This is an optimization exercise on Yosys and OpenROAD, whose aim is small area and a short achievable clock period, not a production implementation.
At most, simulation tests tie the RTL to the original design; equivalence was not proved.
Function not checked in run 1: the RTL went through the layout flow alone.
Power figures rest on the tool's default switching activity, not on a simulated workload.

## flow/design.v

```verilog
module memory_in(
    input [7:0] data,
    input [5:0] addr,
    input wr,
    input clk,
    output [7:0] out
);
  mem_core #(.A(6), .LO(3)) u_core (
    .data(data), .addr(addr), .wr(wr), .clk(clk), .out(out)
  );
endmodule
module memory_out(
    input [7:0] data,
    input [3:0] addr,
    input wr,
    input clk,
    output [7:0] out
);
  mem_core #(.A(4), .LO(2)) u_core (
    .data(data), .addr(addr), .wr(wr), .clk(clk), .out(out)
  );
endmodule
module memory_weight(
    input [7:0] data,
    input [3:0] addr,
    input wr,
    input clk,
    output [7:0] out
);
  mem_core #(.A(4), .LO(2)) u_core (
    .data(data), .addr(addr), .wr(wr), .clk(clk), .out(out)
  );
endmodule
module lr_memories(
    input        clk,
    input  [7:0] in_data,
    input  [5:0] in_addr,
    input        in_wr,
    output [7:0] in_q,
    input  [7:0] out_data,
    input  [3:0] out_addr,
    input        out_wr,
    output [7:0] out_q,
    input  [7:0] w_data,
    input  [3:0] w_addr,
    input        w_wr,
    output [7:0] w_q
);
  memory_in u_in (
    .data(in_data), .addr(in_addr), .wr(in_wr), .clk(clk), .out(in_q)
  );
  memory_out u_out (
    .data(out_data), .addr(out_addr), .wr(out_wr), .clk(clk), .out(out_q)
  );
  memory_weight u_w (
    .data(w_data), .addr(w_addr), .wr(w_wr), .clk(clk), .out(w_q)
  );
endmodule
module mem_core #(
    parameter A  = 6,
    parameter LO = 3
) (
    input  [7:0]   data,
    input  [A-1:0] addr,
    input          wr,
    input          clk,
    output [7:0]   out
);
  localparam N  = 1 << A;
  localparam HI = A - LO;
  localparam NA = 1 << LO;
  localparam NB = 1 << HI;
  genvar i, b, m;
  wire [A-1:0]  addr_n;
  wire          wr_n;
  wire [NA-1:0] pa_n [1:0];
  wire [NB-1:0] pb_n [1:0];
  genvar s;
  generate
    for (i = 0; i < A; i = i + 1) begin : g_lit
      c_inv u_inv (.a(addr[i]), .y(addr_n[i]));
    end
    for (s = 0; s < 2; s = s + 1) begin : g_set
      for (i = 0; i < NA; i = i + 1) begin : g_pa
        if (LO == 3) begin : g3
          c_nand3 u_pd (.a(i[0] ? addr[0] : addr_n[0]),
                        .b(i[1] ? addr[1] : addr_n[1]),
                        .c(i[2] ? addr[2] : addr_n[2]), .y(pa_n[s][i]));
        end else begin : g2
          c_nand2 u_pd (.a(i[0] ? addr[0] : addr_n[0]),
                        .b(i[1] ? addr[1] : addr_n[1]), .y(pa_n[s][i]));
        end
      end
      for (i = 0; i < NB; i = i + 1) begin : g_pb
        if (HI == 3) begin : g3
          c_nand3 u_pd (.a(i[0] ? addr[LO] : addr_n[LO]),
                        .b(i[1] ? addr[LO+1] : addr_n[LO+1]),
                        .c(i[2] ? addr[LO+2] : addr_n[LO+2]), .y(pb_n[s][i]));
        end else begin : g2
          c_nand2 u_pd (.a(i[0] ? addr[LO] : addr_n[LO]),
                        .b(i[1] ? addr[LO+1] : addr_n[LO+1]), .y(pb_n[s][i]));
        end
      end
    end
  endgenerate
  c_inv u_wr_n (.a(wr), .y(wr_n));
  wire [N-1:0] wl;
  wire [N-1:0] we;
  wire [7:0]   word_q [N-1:0];
  generate
    for (i = 0; i < N; i = i + 1) begin : g_word
      reg [7:0] word;
      c_nor3 u_wl (.a(pa_n[0][i % NA]), .b(pb_n[0][i / NA]), .c(wr), .y(wl[i]));
      c_nor3 u_we (.a(pa_n[1][i % NA]), .b(pb_n[1][i / NA]), .c(wr_n), .y(we[i]));
      always @ (posedge clk)
        if (we[i])
          word <= data;  
      assign word_q[i] = word;
    end
  endgenerate
  wire [7:0] q_d;
  reg  [7:0] q;
  generate
    for (b = 0; b < 8; b = b + 1) begin : g_bit
      wire [N/8-1:0] p;
      for (m = 0; m < N/8; m = m + 1) begin : g_grp
        c_ao8 u_p (.w(wl[8*m+7:8*m]),
                   .d({word_q[8*m+7][b], word_q[8*m+6][b], word_q[8*m+5][b],
                       word_q[8*m+4][b], word_q[8*m+3][b], word_q[8*m+2][b],
                       word_q[8*m+1][b], word_q[8*m][b]}),
                   .y(p[m]));
      end
      wire wd;
      c_and2 u_wd (.a(wr), .b(data[b]), .y(wd));
      if (N == 64) begin : g64
        wire [3:0] r_n;
        for (m = 0; m < 3; m = m + 1) begin : g_or
          c_nor2 u_r (.a(p[2*m]), .b(p[2*m+1]), .y(r_n[m]));
        end
        c_nor3 u_r3 (.a(p[6]), .b(p[7]), .c(wd), .y(r_n[3]));
        c_nand4 u_q (.a(r_n[0]), .b(r_n[1]), .c(r_n[2]), .d(r_n[3]), .y(q_d[b]));
      end else begin : g16
        c_or3 u_q (.a(p[0]), .b(p[1]), .c(wd), .y(q_d[b]));
      end
    end
  endgenerate
  always @ (posedge clk)
    q <= q_d;  
  assign out = q;
endmodule
module c_inv (input a, output y);
  assign y = ~a;
endmodule
module c_nand2 (input a, input b, output y);
  assign y = ~(a & b);
endmodule
module c_nand3 (input a, input b, input c, output y);
  assign y = ~(a & b & c);
endmodule
module c_nand4 (input a, input b, input c, input d, output y);
  assign y = ~(a & b & c & d);
endmodule
module c_nor2 (input a, input b, output y);
  assign y = ~(a | b);
endmodule
module c_nor3 (input a, input b, input c, output y);
  assign y = ~(a | b | c);
endmodule
module c_and2 (input a, input b, output y);
  assign y = a & b;
endmodule
module c_or3 (input a, input b, input c, output y);
  assign y = a | b | c;
endmodule
module c_ao8 (input [7:0] w, input [7:0] d, output y);
  assign y = |(w & d);
endmodule
```

## flow/run.sh

```bash
#!/bin/bash
# synth_recipe.tcl (not shown) runs the flow's synth.tcl, then flattens the netlist and writes it again
# the make line also repeats each setting of config.mk as NAME=value (left out here)
make -C /OpenROAD-flow-scripts/flow DESIGN_CONFIG=/design/flow/config.mk WORK_HOME=/design/flow/orfs CLKGATE_MAP_FILE= SYNTH_SCRIPT=/design/flow/synth_recipe.tcl finish
```

## flow/config.mk

```make
export PLATFORM = sky130hd
export DESIGN_NAME = lr_memories
export DESIGN_NICKNAME = lr_memories
export VERILOG_FILES = /design/flow/design.v
export SDC_FILE = /design/flow/constraint.sdc
export NUM_CORES = 4
export LEC_CHECK = 0
export CAP_MARGIN = 20
export CORE_MARGIN = 2
export CORE_UTILIZATION = 60
export CTS_CLUSTER_DIAMETER = 60
export CTS_CLUSTER_SIZE = 30
export PLACE_DENSITY = 0.7
export SETUP_SLACK_MARGIN = 3.0
export SLEW_MARGIN = 20
export SYNTH_HIERARCHICAL = 1
export SYNTH_MINIMUM_KEEP_SIZE = 0
export TNS_END_PERCENT = 0
```

## flow/constraint.sdc

```tcl
create_clock -name core_clock -period 5.0 [get_ports {clk}]
set_input_delay 1.0000 -clock core_clock [delete_from_list [all_inputs] [get_ports {clk}]]
set_output_delay 1.0000 -clock core_clock [all_outputs]
set_load 0.01 [all_outputs]
```

==> flow_summary.json, run 1 <==
{
  "status": "no timing/DRC/antenna violations",
  "arrival_ns": 2.94,
  "placed_cell_area_um2": 31300,
  "ys_types": 11,
  "dp_hpwl_mm": 45.5,
  "wl_met2_mm": 36.1,
  "synth_fp_nets": 1667,
  "fin_tns_setup_ns": 0,
  "crit_required_ns": 5.49,
  "setup_violations": 0,
  "synth-seq-cells": 792,
  "antenna_found_initial": 1,
  "critPathSlowestCell": "a22oi_1",
  "fmax_ghz": 0.408,
  "syn_area_um2": 29800,
  "cts_tree": "done",
  "period_minus_slack_ns": 2.45,
  "maxSlewHeadroom_pct": 34.1,
  "clockRootBuffer": "clkbuf_16",
  "crit_fanout": 8,
  "wire_per_inst_um": 28.9,
  "drt-initial-drc-count": 2192,
  "clkLatencyLatePin_ns": 0.62,
  "dieArea_um2": 51400,
  "syn_inst": 1625,
  "r2r-end": "u_in.u_core.q[7]$_DFF_P_",
  "antenna_left": 0,
  "nNetsFinal": 1909,
  "grt_pass1_vias": 17327,
  "critPathBufInv": 4,
  "p_leak_nw": 11.5,
  "diodes": 0,
  "gp_congestion": 0.845,
  "ys_seq_area_share_pct": 79.1,
  "cts_buffers": 43,
  "drtPass1Iterations": 9,
  "top_layer": "met4",
  "vdd_drop_max_uv": 280,
  "drv_slew": 0,
  "drive_gt1_share_pct": 28.8,
  "chipWidth_um": 227,
  "vias_per_cell": 6.85,
  "m1WireLength_mm": 27.7,
  "wirelength_mm": 74.1,
  "endpoint_kind": "register",
  "drv_cap": 0,
  "nFillCells": 2869,
  "finalCritPeriodShare_pct": 49.0,
  "clockBufferDepth": 3,
  "rows": 81,
  "path_clk_slew_ns": 0.10,
  "track_usage_pct": 29.4,
  "reg2reg_from": "u_in.u_core.g_word[48].word[7]$_DFFE_PP_",
  "hold_depth": 3,
  "skew_ns": 0.0329,
  "whs_endpoint": "u_w.u_core.q[1]$_DFF_P_",
  "io_buffers": 65,
  "grt_max_degree": 52,
  "rsz0062_at_grt": "true",
  "hp-class": "reg2reg",
  "cts_max_level": 2,
  "post-route-util_pct": 73.2,
  "hold_violations": 0,
  "layout_commonest_cell": "edfxtp_1",
  "worst_pin_slew_ns": 0.989,
  "cp_slowest_stage_delay_ns": 0.34,
  "synth_area_per_cell_um2": 18.3,
  "clock-sinks": 792,
  "final_cell_mix": "edfxtp_1 (768), a22oi_1 (346), nor3_4 (166), nand4_1 (104), buf_4 (94)",
  "cp-start-kind": "primary input",
  "cp_top_family": "simple AND/OR/NAND/NOR gates",
  "critPathKind": "in2reg",
  "core_area_um2": 49000,
  "ioPinCount": 66,
  "grt_pass1_wl_mm": 110,
  "r2r_cells": 4,
  "area_delta_synth_final_pct": 20.4,
  "reg2reg_slack_ns": 3.40,
  "vias": 17567,
  "fin_area_um2": 35800,
  "die_h_um": 227,
  "power_mw": 12.2,
  "cp_cell_sequence": "buf_6 > buf_8 > clkinvlp_4 > nand3_4 > buf_12 > nor3_4 > a22oi_1 > nand4_1 > nor3_4 > nand4_1",
  "wl_met3_mm": 6.34,
  "overflow": 0,
  "powerDensity_nw_per_um2": 341,
  "drc": 0,
  "ys_warn_count": 8,
  "initial_core_util_pct": 60.8,
  "hp-start": "u_w.u_core.g_word[12].word[1]$_DFFE_PP_"
}
## area by class of cell
cell class	count	area [µm²]	area share, %
clock buffer	46	1130	3.15
clock inverter	33	415	1.16
inverter	17	97.6	0.272
multi-input combinational	816	7750	21.6
sequential	792	23500	65.7
tap	664	831	2.32
timing repair buffer	197	2050	5.73
## flip-flops by register name (all words and copies together), names as in the netlist
register	count
u_in.u_core.q	8
u_w.u_core.q	8
u_in.u_core.g_word.word	512
u_w.u_core.g_word.word	128
u_out.u_core.q	8
u_out.u_core.g_word.word	128
## modules after synthesis, one instance, submodules excluded, excerpt
module / flip-flops and latches / cells / copies in the design
c_nor3: 0 / 1 / 200
c_nand4: 0 / 1 / 8
c_inv: 0 / 1 / 17
c_nor2: 0 / 1 / 24
c_nand2: 0 / 1 / 32
c_or3: 0 / 1 / 16
c_and2: 0 / 1 / 24
c_ao8: 0 / 5 / 96
## kinds of logic (layout without fill, tap and decap cells)
family	Yosys count	count (layout)	synth area share, %
DFF	792	792	79.1
AOI/OAI and AO/OA	384	384	9.69
buffers and inverters	17	293	0.214
and+or+nand+nor	432	432	11.0
## report_power, final
group	internal, mW	total (mW)	switching, mW	leakage (nW)
sequential	7.37	7.40	0.0308	7.12
clock	1.85	4.15	2.30	0.749
combinational	0.187	0.679	0.492	3.58
## cells in the mapped netlist, drive strengths merged
cell    number  area (µm²)
edfxtp     768       23100
a22oi      384        2880
nor3       200        2000
nand4      104         651
nand2       32         120
nand3       32         160
and2        24         150
dfxtp       24         480
nor2        24        90.1
inv         17        63.8
or3         16         100
## worst register-to-register path: cells and delay by family, from the launching register on
kind               cells  cell delay, ns
and+or+nand+nor        3            0.70
AOI/OAI and AO/OA      1            0.34
DFF                    1            0.43
## layer usage
metal / track usage [%] / up-vias
met5: 0 / -
met1: 39.1 / 8857
li1: - / 7464
met3: 5.27 / 240
met4: 13.3 / 0
met2: 48.1 / 1006
## what timing repair did
action                     4_1_cts  5_1_grt
hold buffers                     0        0
gates cloned                     1        0
hold endpoints to repair         0        0
setup endpoints to repair      816      750
pin swaps                       90       12
setup buffers                  109        4
resized for setup              436       16
## worst max path at each step
| stage | cells past startpoint | start | slack, ns | endpoint |
|---|---|---|---|---|
| 2_1_floorplan | 2 | in_wr | 1.97 | u_in.u_core.g_word[0].word[0]$_DFFE_PP_ |
| 3_3_place_gp | 8 | in_addr[2] | 1.08 | u_in.u_core.q[5]$_DFF_P_ |
| 3_5_place_dp | 8 | in_addr[2] | 1.0 | u_in.u_core.q[5]$_DFF_P_ |
| 4_1_cts | 9 | in_addr[3] | 2.82 | u_in.u_core.q[5]$_DFF_P_ |
| 5_1_grt | 10 | in_addr[3] | 2.59 | u_in.u_core.q[7]$_DFF_P_ |
| 6_report | 10 | in_addr[3] | 2.55 | u_in.u_core.q[7]$_DFF_P_ |
## per-stage QoR
stage | cells | worst slack, ns | hold slack [ns]
6_report | 2565 | 2.55 | 0.590
5_1_grt | 2565 | 2.59 | 0.622
4_1_cts | 2561 | 2.82 | 0.596
3_5_place_dp | 2372 | 0.998 | 0.573
3_3_place_gp | 2372 | 1.08 | 0.557
2_1_floorplan | 1625 | 1.97 | 0.522
==> inputs of run 2 (changes only) <==
--- a/flow/design.v
+++ b/flow/design.v
@@ -76,6 +76,7 @@
   wire [NA-1:0] pa_n [1:0];
   wire [NB-1:0] pb_n [1:0];
   genvar s;
+  c_inv u_wr_n (.a(wr), .y(wr_n));
   generate
     for (i = 0; i < A; i = i + 1) begin : g_lit
       c_inv u_inv (.a(addr[i]), .y(addr_n[i]));
@@ -83,12 +84,14 @@
     for (s = 0; s < 2; s = s + 1) begin : g_set
       for (i = 0; i < NA; i = i + 1) begin : g_pa
         if (LO == 3) begin : g3
+          c_nand4 u_pd (.a(i[0] ? addr[0] : addr_n[0]),
+                        .b(i[1] ? addr[1] : addr_n[1]),
+                        .c(i[2] ? addr[2] : addr_n[2]),
+                        .d(s ? wr : wr_n), .y(pa_n[s][i]));
+        end else begin : g2
           c_nand3 u_pd (.a(i[0] ? addr[0] : addr_n[0]),
                         .b(i[1] ? addr[1] : addr_n[1]),
-                        .c(i[2] ? addr[2] : addr_n[2]), .y(pa_n[s][i]));
-        end else begin : g2
-          c_nand2 u_pd (.a(i[0] ? addr[0] : addr_n[0]),
-                        .b(i[1] ? addr[1] : addr_n[1]), .y(pa_n[s][i]));
+                        .c(s ? wr : wr_n), .y(pa_n[s][i]));
         end
       end
       for (i = 0; i < NB; i = i + 1) begin : g_pb
@@ -103,15 +106,14 @@
       end
     end
   endgenerate
-  c_inv u_wr_n (.a(wr), .y(wr_n));
   wire [N-1:0] wl;
   wire [N-1:0] we;
   wire [7:0]   word_q [N-1:0];
   generate
     for (i = 0; i < N; i = i + 1) begin : g_word
       reg [7:0] word;
-      c_nor3 u_wl (.a(pa_n[0][i % NA]), .b(pb_n[0][i / NA]), .c(wr), .y(wl[i]));
-      c_nor3 u_we (.a(pa_n[1][i % NA]), .b(pb_n[1][i / NA]), .c(wr_n), .y(we[i]));
+      c_nor2 u_wl (.a(pa_n[0][i % NA]), .b(pb_n[0][i / NA]), .y(wl[i]));
+      c_nor2 u_we (.a(pa_n[1][i % NA]), .b(pb_n[1][i / NA]), .y(we[i]));
       always @ (posedge clk)
         if (we[i])
           word <= data;  
==> flow/flow/run.sh (new file) <==
#!/bin/bash
# Layout flow: the standard ORFS flow (standard.sh), synthesis unchanged,
# with these changes to the later steps:
#  - the port buffers are plain buffers, not the delay cells buffer_ports
#    otherwise picks;
#  - clock tree synthesis without dummy loads and with larger sink clusters.
# Each step's full log stays under orfs/logs; make's own output goes to
# flow_synth.log and flow_layout.log here.
set -euo pipefail
here=$(pwd)

bash standard.sh synth > "$here/flow_synth.log" 2>&1

cts_args="-sink_clustering_enable -repair_clock_nets -dont_use_dummy_load"
cts_args="$cts_args -sink_clustering_size 30 -sink_clustering_max_diameter 60"

bash standard.sh \
  BUFFER_PORTS_ARGS="-buffer_cell sky130_fd_sc_hd__buf_4" \
  CTS_ARGS="$cts_args" \
  finish > "$here/flow_layout.log" 2>&1
==> flow/standard.sh (new file) <==
#!/bin/bash
# synth_recipe.tcl (not shown) runs the flow's synth.tcl, then flattens the netlist and writes it again
# the make line also repeats each setting of config.mk as NAME=value (left out here)
make -C /OpenROAD-flow-scripts/flow DESIGN_CONFIG=/design/flow/config.mk WORK_HOME=/design/flow/orfs CLKGATE_MAP_FILE= SYNTH_SCRIPT=/design/flow/synth_recipe.tcl "${@:-finish}"
removed: flow/run.sh
==> run 2 against run 1 <==
  * Still clean
  * Cell count shrank 5.3%
  * Hold slack lost 0.032 ns
  * Global-route usage shrank 2.9 points
  * Critical path depth shrank 1
  * Combinational power shrank 25%
  * Sequential cell count is the same
  * Synthesized area shrank 3.9%
  * Largest power group unchanged
==> flow_summary.json, run 2 <==
{
  "drc": 0,
  "vdd_drop_max_uv": 357,
  "finalCritPeriodShare_pct": 46.3,
  "largest_reg_flops": 512,
  "dp_worst_setup_slack_ns": 1.43,
  "worst_pin_slew_ns": 0.818,
  "hold_violations": 0,
  "p_leak_nw": 9.74,
  "top_register": "u_in.u_core.g_word.word",
  "cts_buffers": 42,
  "vias": 16525,
  "arrival_ns": 2.79,
  "io_buffers": 65,
  "maxSlewHeadroom_pct": 45.3,
  "clock-sinks": 792,
  "final_cell_mix": "edfxtp_1 (768), a22oi_1 (320), buf_4 (125), nand4_1 (120), nor2_2 (82)",
  "hp-class": "reg2reg",
  "dpl.cell_count": 2305,
  "drtPass1Iterations": 6,
  "overflow": 0,
  "chipWidth_um": 222,
  "layout_setup_ws_ns": 2.69,
  "clkLatencyLatePin_ns": 0.60,
  "clockRootBuffer": "clkbuf_16",
  "skew_ns": 0.0613,
  "crit_required_ns": 5.48,
  "gp_congestion": 0.893,
  "synth_area_per_cell_um2": 17.6,
  "drv_slew": 0,
  "seq_area_um2": 23500,
  "diodes": 0,
  "wire_per_inst_um": 27.6,
  "cp_slowest_stage_delay_ns": 0.33,
  "ys_types": 11,
  "cp_top_family": "simple AND/OR/NAND/NOR gates",
  "drt-initial-drc-count": 2165,
  "cts_max_level": 2,
  "grt_max_degree": 66,
  "layout_commonest_cell": "edfxtp_1",
  "cp-start-kind": "primary input",
  "rsz0062_at_grt": "true",
  "vias_per_cell": 6.81,
  "setup_violations": 0,
  "grt_pass1_wl_mm": 98.2,
  "fin_area_um2": 32900,
  "die_h_um": 222,
  "nNetsFinal": 1857,
  "fin_cells": 2428,
  "critPathBufInv": 3,
  "core_area_um2": 47300,
  "status": "no timing/DRC/antenna violations",
  "drv_cap": 0,
  "crit_fanout": 9,
  "cts_tree": "done",
  "wirelength_mm": 66.9,
  "path_clk_slew_ns": 0.11,
  "syn_area_um2": 28600,
  "endpoint_kind": "register",
  "power_mw": 11.3,
  "drive_gt1_share_pct": 23.7,
  "rows": 80,
  "synth_most_common_cell": "edfxtp_1",
  "placed_cell_area_um2": 29900,
  "syn_inst": 1625,
  "clockBufferDepth": 3,
  "yosysTopAreaCell": "edfxtp_1",
  "synth_fp_nets": 1667,
  "nFillCells": 2927,
  "track_usage_pct": 26.6,
  "ys_seq_area_share_pct": 82.3,
  "area_delta_synth_final_pct": 15.0,
  "whs_ns": 0.559,
  "antenna_left": 0,
  "antenna_found_initial": 0,
  "synth_commonest_cells": "edfxtp_1 (768), a22oi_1 (384), nor2_1 (216)",
  "dieArea_um2": 49400,
  "synth_top_cell_area_share_pct": 80.6,
  "post-route-util_pct": 69.5,
  "ys_warn_count": 8,
  "critPathKind": "in2reg",
  "initial_core_util_pct": 60.4,
  "ioPinCount": 66,
  "grt_pass1_vias": 16031,
  "reg_top3": "u_in.u_core.g_word.word: 512 flops, u_out.u_core.g_word.word: 128 flops, u_w.u_core.g_word.word: 128 flops",
  "critPathSlowestCell": "nor3_2",
  "dp_hpwl_mm": 41.5,
  "synth_edf_count": 768,
  "synth_area_leaders": "edfxtp_1 (81%), a22oi_1 (10%), nor2_1 (2.8%), nand4_1 (2.6%), dfxtp_1 (1.7%)",
  "period_minus_slack_ns": 2.31,
  "multi_input_area_um2": 6140,
  "cp_cell_sequence": "buf_6 > clkinvlp_4 > nand4_1 > buf_4 > nor2_2 > a22oi_1 > nand4_1 > nor3_2 > nand4_1",
  "fmax_ghz": 0.432,
  "asyncSetResetFlopFracSynth_pct": 0,
  "ys.flop_type": "edfxtp_1",
  "synth-seq-cells": 792,
  "powerDensity_nw_per_um2": 343,
  "fin_tns_setup_ns": 0,
  "crit_top_cell": "nand4_1"
}
run 2: cell type report:
class,instances,area share (%)
multi-input cells,816,18.7
inverters,17,0.274
well taps,615,2.34
flip-flops and latches,792,71.6
clock buffers,42,3.20
repair buffers,146,3.94
run 2: where the power goes:
group	switching, mW	internal [mW]	leakage (nW)	total (mW)
sequential	0.0301	7.37	7.12	7.40
clock	1.87	1.50	0.518	3.37
combinational	0.351	0.157	2.10	0.508
total	2.25	9.02	9.74	11.3
run 2: final timing paths:
kind	from	end	slack (ns)	cells past startpoint
worst max-delay path	in_addr[1]	u_in.u_core.q[3]$_DFF_P_	2.69	9
worst min-delay path	u_out.u_core.g_word[4].word[7]$_DFFE_PP_	u_out.u_core.q[7]$_DFF_P_	0.56	3
worst max register to register	u_in.u_core.g_word[53].word[7]$_DFFE_PP_	u_in.u_core.q[7]$_DFF_P_	3.56	4
worst min register to register	u_out.u_core.g_word[4].word[7]$_DFFE_PP_	u_out.u_core.q[7]$_DFF_P_	0.56	3
run 2: worst min-delay path: cells and delay by family (launching register included):
family	cells	cell delay (ns)
DFF	1	0.32
and+or+nand+nor	2	0.19
AOI/OAI and AO/OA	1	0.06
run 2: modules after synthesis (local to each module, per instance), a selection:
module   times used  cell area (µm²)  flops+latches  cells inside
c_ao8            96             36.3              0             5
c_nor3            8             10.0              0             1
c_and2           24             6.26              0             1
c_nand4          24             6.26              0             1
c_or3            16             6.26              0             1
c_nand3          32             5.00              0             1
c_inv            17             3.75              0             1
c_nand2          16             3.75              0             1
c_nor2          216             3.75              0             1
run 2: timing repair:
action | CTS | global route
pin swaps | 32 | 47
hold buffers | 0 | 0
gates resized for setup | 216 | 116
setup buffers | 51 | 29
gates cloned | 0 | 1
endpoints found under the setup margin | 545 | 378
run 2: cell families (layout without fill, tap and decap cells):
kind of cell / Yosys count / count (layout) / synth area share, %
AOI/OAI and AO/OA: 384 / 384 / 10.1
buffers and inverters: 17 / 205 / 0.223
DFF: 792 / 792 / 82.3
and+or+nand+nor: 432 / 432 / 7.38
run 2: metal layers:
metal	part of all wire [%]	global-route usage (%)	vias to the layer above	wire [µm]
met4	4.5	10.3	0	3020
met5	0	0	-	0
met1	38	35.6	8377	25600
li1	-	-	7121	-
met2	50	44.3	846	33200
met3	7.7	4.58	181	5120
==> inputs of run 3 (changes only) <==
--- a/flow/config.mk
+++ b/flow/config.mk
@@ -15,4 +15,4 @@
 export SLEW_MARGIN = 20
 export SYNTH_HIERARCHICAL = 1
 export SYNTH_MINIMUM_KEEP_SIZE = 0
-export TNS_END_PERCENT = 0
+export TNS_END_PERCENT = 5
==> run 3 against run 2 <==
  * Via count decreased by 1.1%
  * Utilization decreased by 1.1 points
  * Hold slack improved by 0.022 ns
  * Critical path depth decreased by 5
  * Register-to-register slack improved by 0.04 ns
  * Still clean
  * Non-clock buffer count decreased by 23
  * Combinational power decreased by 4.7%
  * Global-route usage increased by 0.14 points
==> flow_summary.json, run 3 <==
{
  "ys_types": 11,
  "synth_top_cell_area_share_pct": 80.6,
  "ys_warn_count": 8,
  "diodes": 0,
  "swShare_pct": 20.0,
  "cts_buffers": 44,
  "m1WireLength_mm": 25.4,
  "cts_tree": "done",
  "pwr-share-seq_pct": 65.2,
  "fin_tns_setup_ns": 0,
  "setup_violations": 0,
  "drive_gt1_share_pct": 19.2,
  "grt_max_degree": 66,
  "clkLatencyLatePin_ns": 0.61,
  "dieArea_um2": 49400,
  "crit_required_ns": 5.18,
  "drtPass1Iterations": 6,
  "skew_ns": 0.0680,
  "p_leak_nw": 9.65,
  "drv_slew": 0,
  "fmax_ghz": 0.356,
  "wirelength_mm": 65.9,
  "cp-start-kind": "primary input",
  "drv_cap": 0,
  "initial_core_util_pct": 60.4,
  "endpoint_kind": "register",
  "wire_per_inst_um": 27.4,
  "nNetsFinal": 1836,
  "grt_pass1_wl_mm": 98.0,
  "status": "no timing/DRC/antenna violations",
  "hp-class": "reg2reg",
  "worst_pin_slew_ns": 1.06,
  "drc": 0,
  "syn_area_um2": 28600,
  "cts_max_level": 2,
  "chipWidth_um": 222,
  "whs_ns": 0.580,
  "p_sw_mw": 2.27,
  "critPathKind": "in2reg",
  "synth_edf_count": 768,
  "hold_depth": 3,
  "asyncSetResetFlopFracSynth_pct": 0,
  "finalCritPeriodShare_pct": 56.2,
  "synth_most_common_cell": "edfxtp_1",
  "gp_congestion": 0.885,
  "overflow": 0,
  "reg_top3": "u_in.u_core.g_word.word: 512 flops, u_out.u_core.g_word.word: 128 flops, u_w.u_core.g_word.word: 128 flops",
  "crit_fanout": 9,
  "synth_area_leaders": "edfxtp_1 (81%), a22oi_1 (10%), nor2_1 (2.8%), nand4_1 (2.6%), dfxtp_1 (1.7%)",
  "comb_power_share_pct": 4.3,
  "layout_commonest_cell": "edfxtp_1",
  "hp-start": "u_w.u_core.g_word[4].word[1]$_DFFE_PP_",
  "wl_met2_mm": 32.3,
  "ioPinCount": 66,
  "holdBufCountCts": 0,
  "synth_commonest_cells": "edfxtp_1 (768), a22oi_1 (384), nor2_1 (216)",
  "antenna_left": 0,
  "rows": 80,
  "clkPwrFrac_pct": 30.6,
  "maxSlewHeadroom_pct": 29.4,
  "clock-sinks": 792,
  "ys.flop_type": "edfxtp_1",
  "wl_met3_mm": 5.37,
  "powerDensity_nw_per_um2": 350,
  "dp_hpwl_mm": 41.1,
  "reg2reg_slack_ns": 3.60,
  "vdd_drop_max_uv": 265,
  "io_buffers": 65,
  "ys_seq_area_share_pct": 82.3,
  "rsz0062_at_grt": "true",
  "synth-seq-cells": 792,
  "period_minus_slack_ns": 2.81,
  "area_delta_synth_final_pct": 13.2,
  "whs_endpoint": "u_w.u_core.q[1]$_DFF_P_",
  "antenna_found_initial": 0,
  "clockBufferDepth": 3,
  "vias_per_cell": 6.79,
  "synth_fp_nets": 1667,
  "vias": 16336,
  "path_clk_slew_ns": 0.09,
  "synth_area_per_cell_um2": 17.6,
  "die_h_um": 222,
  "grt_pass1_vias": 15969,
  "placed_cell_area_um2": 29900,
  "syn_inst": 1625,
  "hold_violations": 0,
  "track_usage_pct": 26.7,
  "core_area_um2": 47300,
  "drt-initial-drc-count": 2427,
  "yosysTopAreaCell": "edfxtp_1",
  "largest_reg_flops": 512,
  "top_register": "u_in.u_core.g_word.word",
  "fin_area_um2": 32400,
  "final_cell_mix": "edfxtp_1 (768), a22oi_1 (341), nand4_1 (120), nor2_1 (103), buf_4 (100)",
  "clockRootBuffer": "clkbuf_16",
  "top_layer": "met4",
  "r2r-end": "u_out.u_core.q[4]$_DFF_P_",
  "reg2reg_from": "u_out.u_core.g_word[10].word[4]$_DFFE_PP_",
  "cell_internal_pwr_mw": 9.08,
  "r2r_cells": 3,
  "arrival_ns": 2.99
}
-- run 3: cell count changes in the layout (fill, tap and decap cells not counted), sizes merged --
cell | before | now
clkinvlp | 7 | 4
buf | 145 | 123
inv | 10 | 13
clkbuf | 43 | 44
-- run 3: layout make-up --
class	instances	area, µm²
Clock buffer	44	1100
Fill cell	3077	15000
Inverter	17	78.8
Multi-Input combinational cell	816	5790
Sequential cell	792	23500
Tap cell	615	769
Timing Repair Buffer	123	1100
-- run 3: cells by family after synthesis --
family	Yosys count	share of synthesized area (%)
AO/OA/AOI/OAI	384	10.1
buffers and inverters	17	0.223
flip-flops	792	82.3
AND/OR/NAND/NOR	432	7.38
-- run 3: worst max-delay path: stages --
cell and delay [ns]:
buf_4 0.14, inv_1 0.23, nand4_1 0.88, nor2_2 0.73
-- run 3: modules after synthesis, one instance, submodules excluded, excerpt --
module | cell area [µm²] | cells | copies in the design
c_or3 | 6.26 | 1 | 16
c_inv | 3.75 | 1 | 17
c_nand3 | 5.00 | 1 | 32
c_nand4 | 6.26 | 1 | 24
c_nor2 | 3.75 | 1 | 216
c_ao8 | 36.3 | 5 | 96
c_nand2 | 3.75 | 1 | 16
c_nor3 | 10.0 | 1 | 8
-- run 3: power groups by stage --
stage	registers, mW	logic (mW)	clock network (mW)
after floorplan	7.55	0.128	0
after global placement	7.54	0.399	0
after detailed placement	7.54	0.411	0
after CTS	7.39	0.478	3.53
after global routing	7.40	0.515	3.76
final	7.39	0.484	3.47
-- run 3: worst max path at each step --
stage                           from                                        to  slack (ns)
after floorplan           in_addr[0]   u_in.u_core.g_word[0].word[0]$_DFFE_PP_        2.81
after global placement         in_wr                  u_in.u_core.q[3]$_DFF_P_        1.50
after detailed placement       in_wr                  u_in.u_core.q[3]$_DFF_P_        1.43
after CTS                 in_addr[0]  u_in.u_core.g_word[26].word[4]$_DFFE_PP_        2.31
after global routing      in_addr[1]  u_in.u_core.g_word[36].word[3]$_DFFE_PP_        2.19
final                     in_addr[0]  u_in.u_core.g_word[46].word[2]$_DFFE_PP_        2.19
-- run 3: per-layer routing --
metal,GRT usage [%],vias up
li1,-,7076
met1,36.3,8205
met2,43.6,876
met3,5.01,179
met4,10.5,0
met5,0,-
-- run 3: repair_timing --
item | CTS | global route
pin swaps | 79 | 1
gates resized for setup | 221 | 19
setup buffers | 57 | 1
setup endpoints to repair | 549 | 447
-- run 3: per-stage QoR --
step	instances	total power [mW]	setup WS [ns]	util, %
finish	2407	11.3	2.19	68.4
global route	2407	11.7	2.19	68.4
CTS	2406	11.4	2.31	68.3
detailed placement	2305	7.95	1.43	63.1
global placement	2305	7.94	1.50	63.1
floorplan	1625	7.68	2.81	-
==> inputs of run 4 (changes only) <==
--- a/flow/config.mk
+++ b/flow/config.mk
@@ -15,4 +15,4 @@
 export SLEW_MARGIN = 20
 export SYNTH_HIERARCHICAL = 1
 export SYNTH_MINIMUM_KEEP_SIZE = 0
-export TNS_END_PERCENT = 5
+export TNS_END_PERCENT = 20
==> run 4 against run 3 <==
  * Clock power shrank 1%
  * First-iteration DRC count increased by 2.7%
  * Clock-buffer cell count down 1
  * Critical path depth is 5 higher
  * Via count rose by 1.8%
  * Non-clock buffer count up 6
  * Sequential cell count did not move
  * Critical path type unchanged
  * Critical endpoint is now u_in.u_core.q[1]$_DFF_P_
==> flow_summary.json, run 4 <==
{
  "status": "no timing/DRC/antenna violations",
  "gp_congestion": 0.956,
  "wirelength_mm": 67.9,
  "vias_per_cell": 6.89,
  "arrival_ns": 2.82,
  "cts_buffers": 43,
  "synth-seq-cells": 792,
  "reg_top3": "u_in.u_core.g_word.word: 512 flops, u_out.u_core.g_word.word: 128 flops, u_w.u_core.g_word.word: 128 flops",
  "top_register": "u_in.u_core.g_word.word",
  "diodes": 0,
  "whs_ns": 0.584,
  "vias": 16623,
  "skew_ns": 0.0562,
  "synth_top_cell_area_share_pct": 80.6,
  "drv_cap": 0,
  "post-route-util_pct": 69.0,
  "dp_worst_setup_slack_ns": 1.58,
  "cp_slowest_stage_delay_ns": 0.37,
  "wire_per_inst_um": 28.1,
  "largest_reg_flops": 512,
  "antenna_found_initial": 0,
  "cts_max_level": 2,
  "critPathSlowestCell": "nor3_2",
  "grt_pass1_vias": 15933,
  "vdd_drop_max_uv": 371,
  "endpoint_kind": "register",
  "worst_pin_slew_ns": 0.815,
  "powerDensity_nw_per_um2": 346,
  "reg2reg_from": "u_in.u_core.g_word[55].word[1]$_DFFE_PP_",
  "area_delta_synth_final_pct": 14.3,
  "drt-initial-drc-count": 2492,
  "r2r_cells": 4,
  "antenna_left": 0,
  "rows": 80,
  "finalCritPeriodShare_pct": 47.0,
  "drive_gt1_share_pct": 22.3,
  "io_buffers": 65,
  "die_h_um": 222,
  "hp-class": "reg2reg",
  "p_leak_nw": 9.67,
  "hold_depth": 4,
  "ys.flop_type": "edfxtp_1",
  "nFillCells": 3019,
  "clockRootBuffer": "clkbuf_16",
  "synth_fp_nets": 1667,
  "ioPinCount": 66,
  "dp_hpwl_mm": 42.8,
  "synth_area_leaders": "edfxtp_1 (81%), a22oi_1 (10%), nor2_1 (2.8%), nand4_1 (2.6%), dfxtp_1 (1.7%)",
  "synth_commonest_cells": "edfxtp_1 (768), a22oi_1 (384), nor2_1 (216)",
  "layout_setup_ws_ns": 2.65,
  "initial_core_util_pct": 60.4,
  "path_clk_slew_ns": 0.10,
  "track_usage_pct": 27.1,
  "crit_required_ns": 5.47,
  "fin_tns_setup_ns": 0,
  "whs_endpoint": "u_in.u_core.q[3]$_DFF_P_",
  "hold_violations": 0,
  "core_area_um2": 47300,
  "clockBufferDepth": 3,
  "r2r-end": "u_in.u_core.q[1]$_DFF_P_",
  "final_cell_mix": "edfxtp_1 (768), a22oi_1 (321), nand4_1 (120), buf_4 (98), nor2_2 (80)",
  "layout_commonest_cell": "edfxtp_1",
  "drc": 0,
  "setup_violations": 0,
  "holdBufCountCts": 0,
  "cts_tree": "done",
  "cp-start-kind": "primary input",
  "grt_max_degree": 66,
  "cp_cell_sequence": "buf_6 > clkinvlp_4 > nand4_1 > buf_6 > nor2_2 > a22oi_1 > nand4_1 > nor3_2 > nand4_1",
  "ys_warn_count": 8,
  "period_minus_slack_ns": 2.35,
  "synth_most_common_cell": "edfxtp_1",
  "synth_area_per_cell_um2": 17.6,
  "nNetsFinal": 1841,
  "crit_top_cell": "nand4_1",
  "clkLatencyLatePin_ns": 0.60,
  "ys_types": 11,
  "chipWidth_um": 222,
  "maxSlewHeadroom_pct": 45.4,
  "rsz0062_at_grt": "true",
  "yosysTopAreaCell": "edfxtp_1",
  "dpl.cell_count": 2305,
  "hp-start": "u_in.u_core.g_word[22].word[3]$_DFFE_PP_",
  "asyncSetResetFlopFracSynth_pct": 0,
  "fin_cells": 2412,
  "syn_inst": 1625,
  "ys_seq_area_share_pct": 82.3,
  "synth_edf_count": 768,
  "drtPass1Iterations": 7,
  "grt_pass1_wl_mm": 99.5,
  "reg2reg_slack_ns": 3.53,
  "clock-sinks": 792,
  "fmax_ghz": 0.425,
  "overflow": 0,
  "syn_area_um2": 28600,
  "crit_fanout": 9,
  "drv_slew": 0,
  "dieArea_um2": 49400,
  "critPathKind": "in2reg"
}
## run 4: cell counts after synthesis
No cell type changed its count.
## run 4: where the power goes
group          leakage [nW]  switching [mW]  total (mW)  internal, mW
logic                  2.02           0.342       0.488         0.146
clock network         0.530            1.89        3.42          1.53
registers              7.12          0.0353        7.40          7.37
total                  9.67            2.26        11.3          9.04
## run 4: through the flow
| step | power, mW | area (µm²) |
|---|---|---|
| 6_report | 11.3 | 32700 |
| 3_3_place_gp | 7.93 | 29900 |
| 4_1_cts | 11.3 | 32200 |
| 5_1_grt | 11.6 | 32700 |
| 3_5_place_dp | 7.95 | 29900 |
| 2_1_floorplan | 7.68 | 28600 |
## run 4: worst max path at each step
stage	slack, ns	cells after the start	startpoint	endpoint
finish	2.65	9	in_addr[2]	u_in.u_core.q[1]$_DFF_P_
global route	2.67	9	in_addr[2]	u_in.u_core.q[1]$_DFF_P_
CTS	2.51	3	in_wr	u_in.u_core.g_word[63].word[0]$_DFFE_PP_
detailed placement	1.58	8	in_wr	u_in.u_core.q[7]$_DFF_P_
global placement	1.60	8	in_wr	u_in.u_core.q[7]$_DFF_P_
floorplan	2.81	3	in_addr[0]	u_in.u_core.g_word[0].word[0]$_DFFE_PP_
## run 4: worst max-delay path: cells and delay by family
kind,cells,cell delay [ns]
AND/OR/NAND/NOR,5,1.06
buffers and inverters,3,0.49
AO/OA/AOI/OAI,1,0.25
## run 4: cell type report
type / count / area [µm²] / share of cell area (%)
tap: 615 / 769 / 2.35
timing repair buffer: 129 / 1150 / 3.53
sequential: 792 / 23500 / 72.0
inverter: 17 / 86.3 / 0.264
clock buffer: 43 / 1080 / 3.29
multi-input combinational: 816 / 6060 / 18.5
## run 4: what timing repair did
| item | in CTS | in global routing |
|---|---|---|
| endpoints found under the setup margin | 545 | 495 |
| pin swaps | 67 | 42 |
| gates resized for setup | 214 | 108 |
| setup buffers | 54 | 10 |
## run 4: Yosys stat by module, one instance, submodules excluded, a selection
module	cell area, µm²	times used
c_nor3	10.0	8
c_nor2	3.75	216
c_nand2	3.75	16
c_nand3	5.00	32
c_ao8	36.3	96
c_or3	6.26	16
c_and2	6.26	24
c_nand4	6.26	24
c_inv	3.75	17
## run 4: kinds of logic (layout without fill, tap and decap cells)
group | Yosys count | after routing | share of synthesized area (%)
flip-flops | 792 | 792 | 82.3
AO/OA/AOI/OAI | 384 | 384 | 10.1
AND/OR/NAND/NOR | 432 | 432 | 7.38
buffers and inverters | 17 | 189 | 0.223
## run 4: routing by layer
layer / global-route usage [%] / part of all wire, %
met1: 37.9 / 39
met2: 43.6 / 47
met3: 5.17 / 9.5
met4: 9.33 / 4.3
met5: 0 / 0
==> inputs of run 5 (changes only) <==
--- a/flow/flow/run.sh
+++ b/flow/flow/run.sh
@@ -3,7 +3,9 @@
 # with these changes to the later steps:
 #  - the port buffers are plain buffers, not the delay cells buffer_ports
 #    otherwise picks;
-#  - clock tree synthesis without dummy loads and with larger sink clusters.
+#  - clock tree synthesis without dummy loads and with larger sink clusters;
+#  - the address decoder and read-tree gates start at drive strengths that
+#    fit their fanout (flow/presize.tcl, after floorplanning).
 # Each step's full log stays under orfs/logs; make's own output goes to
 # flow_synth.log and flow_layout.log here.
 set -euo pipefail
@@ -17,4 +19,5 @@
 bash standard.sh \
   BUFFER_PORTS_ARGS="-buffer_cell sky130_fd_sc_hd__buf_4" \
   CTS_ARGS="$cts_args" \
+  POST_FLOORPLAN_TCL="$here/flow/presize.tcl" \
   finish > "$here/flow_layout.log" 2>&1
==> flow/flow/presize.tcl (new file) <==
# Starting drive strengths for the decoder and read-tree gates of mem_core,
# set after floorplanning so that placement and timing repair start from
# gates that can drive their known fanout. Each gate is found by the name of
# the net it drives and keeps its function; only the drive strength changes.
set presize_rules {
  {*.g_lit\[*\].u_inv.y}   4
  {*.addr_n\[*\]}          4
  {*.u_wr_n.y}             4
  {*.u_pd.y}               4
  {*.u_wl.y}               2
  {*.u_we.y}               2
  {*.u_r.y}                2
  {*.u_r3.y}               2
}
set presize_count 0
set presize_db [ord::get_db]
foreach net [[ord::get_db_block] getNets] {
  set name [$net getName]
  set size ""
  foreach {pattern strength} $presize_rules {
    if {[string match $pattern $name]} { set size $strength; break }
  }
  if {$size eq ""} { continue }
  foreach iterm [$net getITerms] {
    if {![$iterm isOutputSignal]} { continue }
    set inst [$iterm getInst]
    set master [[$inst getMaster] getName]
    if {![regexp {^(.*_)[0-9]+$} $master -> stem]} { continue }
    set target [$presize_db findMaster "${stem}${size}"]
    if {$target eq "NULL" || [$target getName] eq $master} { continue }
    replace_cell [$inst getName] [$target getName]
    incr presize_count
  }
}
puts "presize: resized $presize_count gates"
==> run 5 against run 4 <==
  * Fmax increased by 9.4%
  * Total power increased by 1.9%
  * Critical endpoint is now u_in.u_core.g_word[31].word[0]$_DFFE_PP_
  * First-iteration DRC count decreased by 11%
  * Critical path depth decreased by 5
  * Non-clock buffer count increased by 9
  * Synthesized cell count unchanged
  * Utilization increased by 4.1 points
  * Cell count increased by 0.46%
  * Combinational power increased by 24%
  * Clock-buffer cell count increased by 2
  * Die area unchanged
  * Largest power group unchanged
==> flow_summary.json, run 5 <==
{
  "worst_pin_slew_ns": 0.859,
  "powerDensity_nw_per_um2": 333,
  "p_leak_nw": 10.0,
  "gp_congestion": 1.00,
  "path_clk_slew_ns": 0.09,
  "vias_per_cell": 6.85,
  "cell_internal_pwr_mw": 9.17,
  "ioPinCount": 66,
  "final_cell_mix": "edfxtp_1 (768), a22oi_1 (235), a22oi_2 (149), nor2_2 (123), nand4_1 (104)",
  "top_layer": "met4",
  "arrival_ns": 2.37,
  "io_buffers": 65,
  "grt_pass1_wl_mm": 104,
  "clkPwrFrac_pct": 30.4,
  "drive_gt1_share_pct": 35.9,
  "vias": 16591,
  "fin_cells": 2423,
  "ys_warn_count": 8,
  "die_h_um": 222,
  "holdBufCountCts": 0,
  "swShare_pct": 20.4,
  "clockRootBuffer": "clkbuf_16",
  "cts_tree": "done",
  "drv_cap": 0,
  "vdd_drop_max_uv": 323,
  "syn_area_um2": 28600,
  "dp_hpwl_mm": 45.0,
  "synth_area_per_cell_um2": 17.6,
  "area_delta_synth_final_pct": 21.0,
  "nFillCells": 2787,
  "synth-seq-cells": 792,
  "comb_power_share_pct": 5.3,
  "drc": 0,
  "reg2reg_slack_ns": 3.57,
  "cp-start-kind": "primary input",
  "layout_commonest_cell": "edfxtp_1",
  "clkLatencyLatePin_ns": 0.62,
  "track_usage_pct": 28.6,
  "fin_tns_setup_ns": 0,
  "fin_area_um2": 34600,
  "ys.flop_type": "edfxtp_1",
  "placed_cell_area_um2": 31200,
  "drt-initial-drc-count": 2222,
  "maxSlewHeadroom_pct": 42.7,
  "synth_most_common_cell": "edfxtp_1",
  "synth_edf_count": 768,
  "skew_ns": 0.0532,
  "wl_met2_mm": 34.3,
  "reg_top3": "u_in.u_core.g_word.word: 512 flops, u_out.u_core.g_word.word: 128 flops, u_w.u_core.g_word.word: 128 flops",
  "top_register": "u_in.u_core.g_word.word",
  "endpoint_kind": "register",
  "asyncSetResetFlopFracSynth_pct": 0,
  "overflow": 0,
  "dpl.cell_count": 2305,
  "cts_max_level": 2,
  "layout_setup_ws_ns": 2.85,
  "m1WireLength_mm": 28.3,
  "power_mw": 11.5,
  "clock-sinks": 792,
  "cts_buffers": 45,
  "yosysTopAreaCell": "edfxtp_1",
  "diodes": 0,
  "dieArea_um2": 49400,
  "wl_met3_mm": 5.57,
  "clockBufferDepth": 3,
  "chipWidth_um": 222,
  "fmax_ghz": 0.465,
  "wirelength_mm": 71.1,
  "ys_types": 11,
  "r2r_cells": 4,
  "antenna_left": 0,
  "crit_fanout": 16,
  "critPathKind": "in2reg",
  "crit_required_ns": 5.22,
  "status": "no timing/DRC/antenna violations",
  "syn_inst": 1625,
  "rsz0062_at_grt": "true",
  "post-route-util_pct": 73.1,
  "grt_pass1_vias": 16171,
  "synth_commonest_cells": "edfxtp_1 (768), a22oi_1 (384), nor2_1 (216)",
  "synth_fp_nets": 1667,
  "synth_area_leaders": "edfxtp_1 (81%), a22oi_1 (10%), nor2_1 (2.8%), nand4_1 (2.6%), dfxtp_1 (1.7%)",
  "antenna_found_initial": 0,
  "hp-class": "reg2reg",
  "whs_ns": 0.574,
  "wire_per_inst_um": 29.4,
  "dp_worst_setup_slack_ns": 1.65,
  "setup_violations": 0,
  "drv_slew": 0,
  "grt_max_degree": 66,
  "pwr-share-seq_pct": 64.4,
  "hold_violations": 0,
  "drtPass1Iterations": 6,
  "rows": 80,
  "largest_reg_flops": 512,
  "hold_depth": 3,
  "p_sw_mw": 2.36,
  "core_area_um2": 47300,
  "finalCritPeriodShare_pct": 43.0,
  "initial_core_util_pct": 60.4,
  "synth_top_cell_area_share_pct": 80.6,
  "nNetsFinal": 1852,
  "ys_seq_area_share_pct": 82.3,
  "period_minus_slack_ns": 2.15
}
==> run 5: cell type report <==
cell class | instances | area [µm²] | share of cell area (%)
clock buffer | 45 | 1130 | 3.25
inverter | 17 | 120 | 0.347
multi-input combinational | 816 | 7540 | 21.8
sequential | 792 | 23600 | 68.1
tap | 615 | 769 | 2.22
timing repair buffer | 138 | 1480 | 4.27
==> run 5: per-module statistics from Yosys, one instance, submodules excluded, a selection <==
module / flops+latches / area, µm² / cells / times used
c_nand4: 0 / 6.26 / 1 / 24
c_or3: 0 / 6.26 / 1 / 16
c_nor3: 0 / 10.0 / 1 / 8
c_nand3: 0 / 5.00 / 1 / 32
c_nand2: 0 / 3.75 / 1 / 16
c_and2: 0 / 6.26 / 1 / 24
c_ao8: 0 / 36.3 / 5 / 96
c_inv: 0 / 3.75 / 1 / 17
c_nor2: 0 / 3.75 / 1 / 216
==> run 5: power groups by stage <==
| stage | registers [mW] | logic, mW | clock network, mW |
|---|---|---|---|
| 2_1_floorplan | 7.55 | 0.128 | 0 |
| 3_3_place_gp | 7.55 | 0.480 | 0 |
| 3_5_place_dp | 7.55 | 0.492 | 0 |
| 4_1_cts | 7.41 | 0.564 | 3.56 |
| 5_1_grt | 7.42 | 0.638 | 3.78 |
| 6_report | 7.42 | 0.606 | 3.50 |
==> run 5: what timing repair did <==
action,4_1_cts,5_1_grt
resized for setup,194,145
pin swaps,80,76
buffers inserted,60,13
setup endpoints to repair,552,290
endpoints found under the hold margin,0,0
==> run 5: routing by layer <==
layer / global-route usage (%) / up-vias
met2: 45.1 / 846
li1: - / 7140
met1: 40.2 / 8445
met5: 0 / -
met4: 11.1 / 0
met3: 5.54 / 160
==> run 5: worst paths after layout <==
kind / start / to
worst min-delay path: u_out.u_core.g_word[8].word[3]$_DFFE_PP_ / u_out.u_core.q[3]$_DFF_P_
worst min register to register: u_out.u_core.g_word[8].word[3]$_DFFE_PP_ / u_out.u_core.q[3]$_DFF_P_
worst max register to register: u_in.u_core.g_word[58].word[5]$_DFFE_PP_ / u_in.u_core.q[5]$_DFF_P_
worst max-delay path: in_wr / u_in.u_core.g_word[31].word[0]$_DFFE_PP_
==> run 5: logic make-up (layout without fill, tap and decap cells) <==
family	Yosys count	count (layout)	share of synthesized area, %
compound gates	384	384	10.1
buf+inv	17	200	0.223
flops	792	792	82.3
simple gates	432	432	7.38
==> run 5: worst max-delay path, stage by stage <==
cell and delay (ns):
buf_16 0.09, buf_4 0.28, nand4_4 0.40, nor2_2 0.60
==> inputs of run 6 (changes only) <==
--- a/flow/config.mk
+++ b/flow/config.mk
@@ -15,4 +15,4 @@
 export SLEW_MARGIN = 20
 export SYNTH_HIERARCHICAL = 1
 export SYNTH_MINIMUM_KEEP_SIZE = 0
-export TNS_END_PERCENT = 20
+export TNS_END_PERCENT = 0
==> run 6 against run 5 <==
  * Global-route usage fell by 1.1 points
  * Fmax fell by 1.7%
  * Utilization fell by 2.4 points
  * Total power fell by 1.6%
  * Hold slack improved by 0.011 ns
  * Sequential power barely moved
  * Die area did not move
  * Largest cell class unchanged
  * Critical endpoint is now u_in.u_core.q[5]$_DFF_P_
  * Register-to-register slack got worse by 0.11 ns
==> flow_summary.json, run 6 <==
{
  "period_minus_slack_ns": 2.19,
  "status": "no timing/DRC/antenna violations",
  "grt_pass1_vias": 15823,
  "dpl.cell_count": 2305,
  "synth_top_cell_area_share_pct": 80.6,
  "antenna_found_initial": 0,
  "drt-initial-drc-count": 1913,
  "ys.flop_type": "edfxtp_1",
  "synth_area_per_cell_um2": 17.6,
  "dp_hpwl_mm": 43.3,
  "worst_pin_slew_ns": 0.805,
  "setup_violations": 0,
  "io_buffers": 65,
  "synth-seq-cells": 792,
  "synth_area_leaders": "edfxtp_1 (81%), a22oi_1 (10%), nor2_1 (2.8%), nand4_1 (2.6%), dfxtp_1 (1.7%)",
  "crit_top_cell": "nand4_1",
  "r2r_cells": 4,
  "grt_max_degree": 66,
  "fin_cells": 2415,
  "clockBufferDepth": 3,
  "hp-class": "reg2reg",
  "reg_top3": "u_in.u_core.g_word.word: 512 flops, u_out.u_core.g_word.word: 128 flops, u_w.u_core.g_word.word: 128 flops",
  "critPathKind": "in2reg",
  "fmax_ghz": 0.457,
  "grt_pass1_wl_mm": 101,
  "vias": 16340,
  "wirelength_mm": 67.6,
  "clockRootBuffer": "clkbuf_16",
  "synth_fp_nets": 1667,
  "vdd_drop_max_uv": 353,
  "crit_required_ns": 5.45,
  "final_cell_mix": "edfxtp_1 (768), a22oi_1 (340), nor2_2 (164), buf_4 (111), nand4_1 (104)",
  "dieArea_um2": 49400,
  "cts_tree": "done",
  "synth_edf_count": 768,
  "crit_end": "u_in.u_core.q[5]$_DFF_P_",
  "drv_cap": 0,
  "die_h_um": 222,
  "hold_violations": 0,
  "cp-start-kind": "primary input",
  "skew_ns": 0.0427,
  "clkLatencyLatePin_ns": 0.61,
  "powerDensity_nw_per_um2": 339,
  "rsz0062_at_grt": "true",
  "syn_inst": 1625,
  "synth_commonest_cells": "edfxtp_1 (768), a22oi_1 (384), nor2_1 (216)",
  "ys_seq_area_share_pct": 82.3,
  "maxSlewHeadroom_pct": 46.4,
  "drtPass1Iterations": 5,
  "drc": 0,
  "diodes": 0,
  "wire_per_inst_um": 28.0,
  "reg2reg_slack_ns": 3.46,
  "fin_tns_setup_ns": 0,
  "overflow": 0,
  "layout_commonest_cell": "edfxtp_1",
  "asyncSetResetFlopFracSynth_pct": 0,
  "clock-sinks": 792,
  "critPathLaunch": "in_addr[4]",
  "yosysTopAreaCell": "edfxtp_1",
  "drv_slew": 0,
  "core_area_um2": 47300,
  "crit_fanout": 9,
  "cts_max_level": 2,
  "drive_gt1_share_pct": 29.1,
  "p_leak_nw": 9.85,
  "cp_cell_sequence": "buf_8 > clkinvlp_4 > buf_4 > nand3_4 > nor2_2 > a22oi_1 > nand4_1 > nor2_4 > nand4_1",
  "reg2reg_from": "u_in.u_core.g_word[56].word[3]$_DFFE_PP_",
  "top_register": "u_in.u_core.g_word.word",
  "rows": 80,
  "ioPinCount": 66,
  "ys_warn_count": 8,
  "ys_types": 11,
  "vias_per_cell": 6.77,
  "r2r-end": "u_in.u_core.q[3]$_DFF_P_",
  "antenna_left": 0,
  "arrival_ns": 2.63,
  "critPathSlowestCell": "a22oi_1",
  "chipWidth_um": 222,
  "nNetsFinal": 1844,
  "finalCritPeriodShare_pct": 43.8,
  "initial_core_util_pct": 60.4,
  "path_clk_slew_ns": 0.09,
  "cp_slowest_stage_delay_ns": 0.24,
  "area_delta_synth_final_pct": 17.1,
  "cts_buffers": 42,
  "endpoint_kind": "register",
  "syn_area_um2": 28600,
  "synth_most_common_cell": "edfxtp_1",
  "largest_reg_flops": 512,
  "track_usage_pct": 27.5,
  "gp_congestion": 0.869
}
run 6: final cells by class:
| class | count | area, µm² |
|---|---|---|
| repair buffers | 133 | 1200 |
| inverters | 17 | 93.8 |
| multi-input cells | 816 | 6810 |
| fillers | 2914 | 13900 |
| well taps | 615 | 769 |
| clock buffers | 42 | 1050 |
| flip-flops and latches | 792 | 23600 |
run 6: cell families after synthesis:
group           after synthesis  synth area share, %
compound gates              384                 10.1
buf+inv                      17                0.223
flops                       792                 82.3
simple gates                432                 7.38
run 6: where the power goes:
part	total [mW]	internal (mW)	leakage [nW]	switching (mW)
Sequential	7.41	7.37	7.12	0.0402
Combinational	0.568	0.177	2.21	0.391
Clock	3.37	1.50	0.518	1.87
run 6: per-module statistics from Yosys, one instance, submodules excluded, a selection:
module   times used  cell area, µm²
c_nand2          16            3.75
c_and2           24            6.26
c_nor2          216            3.75
c_nor3            8            10.0
c_nand3          32            5.00
c_nand4          24            6.26
c_ao8            96            36.3
c_inv            17            3.75
c_or3            16            6.26
run 6: worst max-delay path, delay by kind of cell:
kind,cells,cell delay (ns)
buffers and inverters,3,0.52
and+or+nand+nor,5,0.84
AOI/OAI and AO/OA,1,0.24
run 6: timing repair:
item                                   in CTS  in global routing
buffers inserted                           48                 20
endpoints found under the hold margin       0                  0
pin swaps                                  37                 21
cloned                                      0                  0
gates resized for setup                   141                 15
setup endpoints to repair                 549                459
hold buffers                                0                  0
run 6: per-layer routing:
| layer | global-route usage [%] | up-vias | part of all wire [%] | routed length (µm) |
|---|---|---|---|---|
| met4 | 9.16 | 0 | 3.6 | 2400 |
| met2 | 45.1 | 753 | 49 | 33400 |
| met3 | 4.24 | 129 | 7.1 | 4790 |
| met1 | 38.5 | 8353 | 40 | 27000 |
| met5 | 0 | - | 0 | 0 |
| li1 | - | 7105 | - | - |
run 6: worst min-delay path by stage:
| stage | from | endpoint | depth (start not counted) |
|---|---|---|---|
| 2_1_floorplan | u_out.u_core.g_word[6].word[0]$_DFFE_PP_ | u_out.u_core.q[0]$_DFF_P_ | 3 |
| 3_3_place_gp | u_out.u_core.g_word[12].word[2]$_DFFE_PP_ | u_out.u_core.q[2]$_DFF_P_ | 3 |
| 3_5_place_dp | u_out.u_core.g_word[12].word[3]$_DFFE_PP_ | u_out.u_core.q[3]$_DFF_P_ | 3 |
| 4_1_cts | u_w.u_core.g_word[12].word[6]$_DFFE_PP_ | u_w.u_core.q[6]$_DFF_P_ | 3 |
| 5_1_grt | u_out.u_core.g_word[12].word[3]$_DFFE_PP_ | u_out.u_core.q[3]$_DFF_P_ | 3 |
| 6_report | u_w.u_core.g_word[12].word[6]$_DFFE_PP_ | u_w.u_core.q[6]$_DFF_P_ | 3 |
run 6: through the flow:
stage	hold slack (ns)	area (µm²)	total power [mW]	util, %	setup slack [ns]
finish	0.586	33500	11.3	70.7	2.81
global route	0.607	33500	11.7	70.7	2.77
CTS	0.596	33300	11.4	70.3	2.87
detailed placement	0.572	31200	8.05	65.8	1.51
global placement	0.562	31200	8.04	65.8	1.58
floorplan	0.522	28600	7.68	-	2.81
==> inputs of run 7 (changes only) <==
--- a/flow/flow/run.sh
+++ b/flow/flow/run.sh
@@ -4,6 +4,8 @@
 #  - the port buffers are plain buffers, not the delay cells buffer_ports
 #    otherwise picks;
 #  - clock tree synthesis without dummy loads and with larger sink clusters;
+#  - slow low-power inverters and delay cells are kept out of the layout
+#    steps (the platform's own don't-use list plus these);
 #  - the address decoder and read-tree gates start at drive strengths that
 #    fit their fanout (flow/presize.tcl, after floorplanning).
 # Each step's full log stays under orfs/logs; make's own output goes to
@@ -16,7 +18,17 @@
 cts_args="-sink_clustering_enable -repair_clock_nets -dont_use_dummy_load"
 cts_args="$cts_args -sink_clustering_size 30 -sink_clustering_max_diameter 60"
 
+platform_dont_use=$(make -s -C "$FLOW_HOME" -f - print <<'MK'
+include platforms/sky130hd/config.mk
+print:
+	@echo $(DONT_USE_CELLS)
+MK
+)
+dont_use="$platform_dont_use sky130_fd_sc_hd__clkinvlp_* sky130_fd_sc_hd__dlygate4sd*"
+dont_use="$dont_use sky130_fd_sc_hd__clkdlybuf4s* sky130_fd_sc_hd__dlymetal6s*"
+
 bash standard.sh \
+  DONT_USE_CELLS="$dont_use" \
   BUFFER_PORTS_ARGS="-buffer_cell sky130_fd_sc_hd__buf_4" \
   CTS_ARGS="$cts_args" \
   POST_FLOORPLAN_TCL="$here/flow/presize.tcl" \
--- a/flow/flow/presize.tcl
+++ b/flow/flow/presize.tcl
@@ -11,6 +11,7 @@
   {*.u_we.y}               2
   {*.u_r.y}                2
   {*.u_r3.y}               2
+  {u_in.*.g64.u_q.y}       2
 }
 set presize_count 0
 set presize_db [ord::get_db]
==> run 7 against run 6 <==
  * Die area unchanged
  * Utilization shrank 1.3 points
  * Routed wire length grew 2.0%
  * Cell count decreased by 1.8%
  * Synthesized area stayed put
  * Sequential cell count stayed put
  * Sequential share of layout area grew 1.4 points
  * Setup slack gained 0.050 ns
  * Design area decreased by 1.9%
  * Register-to-register slack gained 0.11 ns
  * Global-route usage grew 0.53 points
  * Critical endpoint is now u_in.u_core.q[7]$_DFF_P_
  * Highest routed layer unchanged
==> flow_summary.json, run 7 <==
{
  "status": "no timing/DRC/antenna violations",
  "wire_per_inst_um": 29.1,
  "hold_violations": 0,
  "cts_buffers": 41,
  "crit_fanout": 9,
  "reg_top3": "u_in.u_core.g_word.word: 512 flops, u_out.u_core.g_word.word: 128 flops, u_w.u_core.g_word.word: 128 flops",
  "skew_ns": 0.0527,
  "diodes": 0,
  "critPathBufInv": 3,
  "drv_cap": 0,
  "fin_cells": 2371,
  "powerDensity_nw_per_um2": 343,
  "antenna_found_initial": 0,
  "syn_inst": 1625,
  "clockRootBuffer": "clkbuf_16",
  "worst_pin_slew_ns": 0.826,
  "synth_fp_nets": 1667,
  "cp-start-kind": "primary input",
  "finalCritPeriodShare_pct": 42.8,
  "rsz0062_at_grt": "true",
  "fin_tns_setup_ns": 0,
  "cp_cell_sequence": "buf_6 > inv_4 > nand4_4 > buf_1 > nor2_2 > a22oi_1 > nand4_1 > nor2_2 > nand4_2",
  "crit_top_cell": "nor2_2",
  "clockBufferDepth": 3,
  "drive_gt1_share_pct": 27.2,
  "vias": 16213,
  "layout_setup_ws_ns": 2.86,
  "ys.flop_type": "edfxtp_1",
  "largest_reg_flops": 512,
  "p_leak_nw": 9.57,
  "path_clk_slew_ns": 0.08,
  "period_minus_slack_ns": 2.14,
  "gp_congestion": 0.972,
  "rows": 80,
  "synth-seq-cells": 792,
  "ys_seq_area_share_pct": 82.3,
  "maxSlewHeadroom_pct": 45.0,
  "critPathKind": "in2reg",
  "synth_top_cell_area_share_pct": 80.6,
  "dieArea_um2": 49400,
  "wirelength_mm": 69.0,
  "grt_max_degree": 66,
  "cp_slowest_stage_delay_ns": 0.34,
  "grt_pass1_vias": 15746,
  "io_buffers": 65,
  "cts_tree": "done",
  "top_register": "u_in.u_core.g_word.word",
  "clkLatencyLatePin_ns": 0.61,
  "cts_max_level": 2,
  "dpl.cell_count": 2305,
  "dp_worst_setup_slack_ns": 1.71,
  "track_usage_pct": 28.0,
  "synth_edf_count": 768,
  "hp-class": "reg2reg",
  "drt-initial-drc-count": 2230,
  "nNetsFinal": 1800,
  "critPathSlowestCell": "nor2_2",
  "cp_top_family": "simple AND/OR/NAND/NOR gates",
  "arrival_ns": 2.64,
  "clock-sinks": 792,
  "layout_commonest_cell": "edfxtp_1",
  "drtPass1Iterations": 5,
  "endpoint_kind": "register",
  "syn_area_um2": 28600,
  "die_h_um": 222,
  "synth_most_common_cell": "edfxtp_1",
  "antenna_left": 0,
  "setup_violations": 0,
  "final_cell_mix": "edfxtp_1 (768), a22oi_1 (343), nor2_2 (200), nand4_1 (96), buf_4 (55)",
  "area_delta_synth_final_pct": 14.9,
  "dp_hpwl_mm": 44.3,
  "synth_area_per_cell_um2": 17.6,
  "ioPinCount": 66,
  "synth_commonest_cells": "edfxtp_1 (768), a22oi_1 (384), nor2_1 (216)",
  "initial_core_util_pct": 60.4,
  "ys_warn_count": 8,
  "crit_required_ns": 5.50,
  "overflow": 0,
  "synth_area_leaders": "edfxtp_1 (81%), a22oi_1 (10%), nor2_1 (2.8%), nand4_1 (2.6%), dfxtp_1 (1.7%)",
  "chipWidth_um": 222,
  "drc": 0,
  "grt_pass1_wl_mm": 102,
  "yosysTopAreaCell": "edfxtp_1",
  "drv_slew": 0,
  "vdd_drop_max_uv": 281,
  "vias_per_cell": 6.84,
  "core_area_um2": 47300,
  "asyncSetResetFlopFracSynth_pct": 0,
  "ys_types": 11,
  "fmax_ghz": 0.468
}
## run 7: cell count changes in the layout (fill, tap and decap cells not counted), moves of 9 or more
cell / change
buf_6: +9
buf_1: +10
buf_4: -56
nor2_2: +36
nor2_4: -36
## run 7: area by class of cell
cell class / instances / area [µm²]
flip-flops and latches: 792 / 23600
multi-input cells: 816 / 6660
well taps: 615 / 769
clock buffers: 41 / 1030
inverters: 17 / 83.8
repair buffers: 90 / 751
fillers: 2989 / 14500
## run 7: path summary, 6_finish.rpt
| path | startpoint | end | slack (ns) | depth (start not counted) |
|---|---|---|---|---|
| max | in_addr[0] | u_in.u_core.q[7]$_DFF_P_ | 2.86 | 9 |
| min | u_out.u_core.g_word[6].word[7]$_DFFE_PP_ | u_out.u_core.q[7]$_DFF_P_ | 0.60 | 3 |
| max reg2reg | u_out.u_core.g_word[8].word[4]$_DFFE_PP_ | u_out.u_core.q[4]$_DFF_P_ | 3.57 | 3 |
| min reg2reg | u_out.u_core.g_word[6].word[7]$_DFFE_PP_ | u_out.u_core.q[7]$_DFF_P_ | 0.60 | 3 |
## run 7: what timing repair did
item,in CTS,in global routing
gates resized for setup,56,61
buffers inserted,17,8
hold buffers,0,0
pin swaps,20,25
hold endpoints to repair,0,0
setup endpoints to repair,550,324
## run 7: worst min-delay path: cells and delay by family, from the launching register on
family	cells	cell delay [ns]
flops	1	0.33
simple gates	2	0.20
compound gates	1	0.07
## run 7: cell families after synthesis
logic type	share of synthesized area, %
buf+inv	0.223
compound gates	10.1
simple gates	7.38
flops	82.3
## run 7: power by group
group	switching (mW)	leakage [nW]	internal, mW
combinational	0.379	1.94	0.150
sequential	0.0396	7.12	7.37
clock	1.88	0.505	1.47
## run 7: routing by layer
layer  GRT usage [%]  wire length, µm  vias to the layer above
li1                -                -                     7017
met1            39.9            27300                     8276
met2            45.2            34000                      810
met3            4.99             5750                      110
met4            8.21             1960                        0
met5               0                0                        -
## run 7: per-stage QoR
stage | hold WS [ns] | power, mW | area (µm²) | util (%)
2_1_floorplan | 0.522 | 7.68 | 28600 | -
3_3_place_gp | 0.583 | 8.04 | 31200 | 65.9
3_5_place_dp | 0.585 | 8.05 | 31200 | 65.9
4_1_cts | 0.606 | 11.3 | 32600 | 68.8
5_1_grt | 0.614 | 11.6 | 32900 | 69.4
6_report | 0.604 | 11.3 | 32900 | 69.4
## run 7: per-module statistics from Yosys, one instance, submodules excluded, a selection
module   cell area (µm²)  cells inside
c_ao8               36.3             5
c_nor3              10.0             1
c_and2              6.26             1
c_nand4             6.26             1
c_or3               6.26             1
c_nand3             5.00             1
c_inv               3.75             1
c_nand2             3.75             1
c_nor2              3.75             1

re-timing with driven ports:
Ports are ideal in the flow. The routed layouts listed here were re-timed in OpenROAD. Step 1 sets driving cells, clkbuf_16 on the clock port and buf_2 on the other inputs (assumed; they add their load-dependent delay and slew). Step 2 also shifts input and output timing later by t, the mid clock arrival at the registers, as if the neighbouring blocks saw the same clock. Slacks: no drivers / after step 1 / after step 2; pairs: no drivers / after step 1.
| run | t (ns) | setup WS [ns] | worst hold slack (ns) | worst data-port slew with drivers (ns) | cell pins on the clock port's net |
|---|---|---|---|---|---|
| run 1 | 0.665 | 2.550 / 2.565 / 1.900 | 0.590 / 0.590 / 0.590 | 0.19 | 1 |
| run 2 | 0.629 | 2.687 / 2.644 / 2.015 | 0.559 / 0.559 / 0.559 | 0.13 | 1 |
| run 3 | 0.639 | 2.190 / 2.211 / 1.572 | 0.580 / 0.580 / 0.580 | 0.06 | 1 |
| run 4 | 0.636 | 2.648 / 2.648 / 2.012 | 0.584 / 0.584 / 0.584 | 0.07 | 1 |
| run 5 | 0.648 | 2.850 / 2.809 / 2.161 | 0.574 / 0.574 / 0.574 | 0.10 | 1 |
| run 6 | 0.647 | 2.812 / 2.769 / 2.123 | 0.586 / 0.586 / 0.586 | 0.11 | 1 |
| run 7 | 0.636 | 2.862 / 2.860 / 2.224 | 0.604 / 0.604 / 0.604 | 0.08 | 1 |
After both steps every run listed still meets setup and hold.
